Background: an optimization exercise with open tools, aiming at small area. Do not read the settings as production practice. The RTL was checked by simulation tests, not by an equivalence proof against the original design.

v42:
// fft_r4_stage5
module fft_r4_stage5(clk, rst, enable, data_in, data_out);
  input clk;
  input rst;
  input enable;
  input  [31:0] data_in;
  output [31:0] data_out;
  wire [1:0] slot;
  wire valid, fresh;
  wire [8:0] mr;
  wire nr;
  wire [7:0] mi;
  wire ni;
  wire [31:0] x;
  rom_addr_generate tw(.clk(clk), .rst(rst), .enable(enable),
                       .slot(slot), .valid(valid), .fresh(fresh),
                       .mr(mr), .nr(nr), .mi(mi), .ni(ni));
  s4p1_5 #(32) dly(.clk(clk), .enable(enable),
                   .data_in(data_in), .data_out(x));
  pipe_line_b4_top_5 dp(.clk(clk), .rst(rst), .enable(enable), .slot(slot),
                        .valid(valid), .x(fresh ? 32'd0 : x),
                        .mr(mr), .nr(nr), .mi(mi), .ni(ni),
                        .data_out(data_out));
endmodule
clock: 7.0 ns
lec_check: 0
abc_area: 1
cap_margin: 20
core_margin: 2
core_utilization: 40
cts_buf_list: sky130_fd_sc_hd__clkbuf_16
cts_cluster_diameter: 60
cts_cluster_size: 24
slew_margin: 20
synth_memory_max_bits: 32768
run.sh (not shown) runs the stock make flow with config.mk's settings and CLKGATE_MAP_FILE= SYNTH_SCRIPT=/design/flow/synth_recipe.tcl, a recipe that flattens the netlist after the stock synthesis.
[inputs] v12 vs v42
- a deleted CTS_CLUSTER_DIAMETER that had been 60
- a deleted CTS_BUF_LIST that had been sky130_fd_sc_hd__clkbuf_16
- a deleted CTS_CLUSTER_SIZE that had been 24
==> flow/flow/run.sh (new file) <==
#!/bin/bash
# The standard layout, with two changes:
#  - the final ABC mapping of the standard synthesis uses flow/abc_area2.script
#    (dc2 / dch -f / map -a, then dc2 / dch -f / amap) instead of abc_area.script;
#    registers, their names and cell types are those of the standard synthesis;
#  - the ports are buffered with sky130_fd_sc_hd__buf_1.
set -euo pipefail
HERE=$(pwd)
cat > my_synth.tcl <<TCL
proc abc {args} {
  set i [lsearch -exact \$args -script]
  if {\$i >= 0} { lset args [expr {\$i + 1}] $HERE/flow/abc_area2.script }
  yosys abc {*}\$args
}
source $HERE/synth_recipe.tcl
TCL
bash standard.sh SYNTH_SCRIPT=$HERE/my_synth.tcl \
  "BUFFER_PORTS_ARGS=-buffer_cell sky130_fd_sc_hd__buf_1" finish > standard.log 2>&1
==> flow/flow/abc_area2.script (new file) <==
strash
dc2
dch -f
map -a
strash
dc2
dch -f
amap
topo
stime -c
buffer -c
upsize -c
dnsize -c
==> flow/standard.sh (new file) <==
#!/bin/bash
# synth_recipe.tcl (not shown) runs the flow's synth.tcl, then flattens the netlist and writes it again
# the make line also repeats each setting of config.mk as NAME=value (left out here)
make -C /OpenROAD-flow-scripts/flow DESIGN_CONFIG=/design/flow/config.mk WORK_HOME=/design/flow/orfs CLKGATE_MAP_FILE= SYNTH_SCRIPT=/design/flow/synth_recipe.tcl "${@:-finish}"
removed: flow/run.sh
--- outcome ---
- When the final numbers for v12 and v42 were put side by side, the sequential share of layout area turned out to be smaller in v42.
- sky130_fd_sc_hd__nand2_1 as the most common cell after layout, fill and taps aside was reported by v42, and sky130_fd_sc_hd__inv_1 by v12.
- Uppermost metal layer occupied by signal nets = met5: v12; uppermost metal layer occupied by signal nets = met4: v42
- From v42 to v12 the numbers moved as follows: chip width shows a reduction of 2.7%.
## Diff of input files: v40 against v12
- an added CTS_BUF_LIST of sky130_fd_sc_hd__clkbuf_8
- an added CTS_CLUSTER_SIZE of 12
==> flow/run.sh (new file) <==
#!/bin/bash
# synth_recipe.tcl (not shown) runs the flow's synth.tcl, then flattens the netlist and writes it again
# the make line also repeats each setting of config.mk as NAME=value (left out here)
make -C /OpenROAD-flow-scripts/flow DESIGN_CONFIG=/design/flow/config.mk WORK_HOME=/design/flow/orfs CLKGATE_MAP_FILE= SYNTH_SCRIPT=/design/flow/synth_recipe.tcl finish
removed: flow/flow/run.sh
removed: flow/flow/abc_area2.script
removed: flow/standard.sh
### Flow results
sky130_fd_sc_hd__fa_1 as the cell type of the slowest stage on the worst timing path was reported by v12, and sky130_fd_sc_hd__dfstp_2 by v40. Delta (v40 minus v12): first-pass iteration count of the detailed router flat; hold violation count in the final report comparable; total routing resource utilization after global routing fell by 1.5 points. Delta (v40 minus v12): synthesized area has increased, die area has increased. v12 reports its startpoint of the worst setup timing path as tw.mi[3]$_SDFFCE_PP0P_ while v40 reports tw.fresh$_DFFE_PN1P_.
Edits applied to the flow inputs when going from v40 to v44:
- clearing CTS_CLUSTER_SIZE, which used to be 12
- clearing CTS_BUF_LIST, which used to be sky130_fd_sc_hd__clkbuf_8
Notes after the runs:
- Clock tree buffer count of the final layout of v44 falls short of that of v40 by more than a quarter.
- Comparing v44 against v40, there is no change at all in initial standard-cell utilization of the core.
- v44 -> v40: final area flat
- From v40 to v44 the numbers moved as follows: initial detailed-routing violation count rose 1.9%; die area about even; period utilization about even.
- Per the comparison of v44 with v40, number of synthesized register bits essentially unchanged; final antenna diode count now sits lower.

port drivers added, routing unchanged:
In the flow no input, the clock included, has a driving cell. The finished layouts below were timed again as built, in two steps. Step 1 sets driving cells, clkbuf_16 on the clock port and buf_2 on the other inputs (assumed; they add their load-dependent delay and slew). Step 2 adds t to the input delays and takes it off the output delays; t is the mean of the earliest and latest rising clock arrival at the registers after step 1. Input paths then give back, and output paths get back, about the clock's delay inside the block. Three values: ideal ports, drivers, drivers and shift; two values: the first two.
run	t (ns)	slack for setup (ns)	worst setup path after step 2
v42	0.670	0.350 / 0.350 / 0.350	register to register
v12	0.688	0.294 / 0.294 / 0.294	register to register
v40	0.770	0.390 / 0.390 / 0.390	register to register
v44	0.690	0.380 / 0.380 / 0.380	register to register
After both steps every run listed still meets setup and hold.
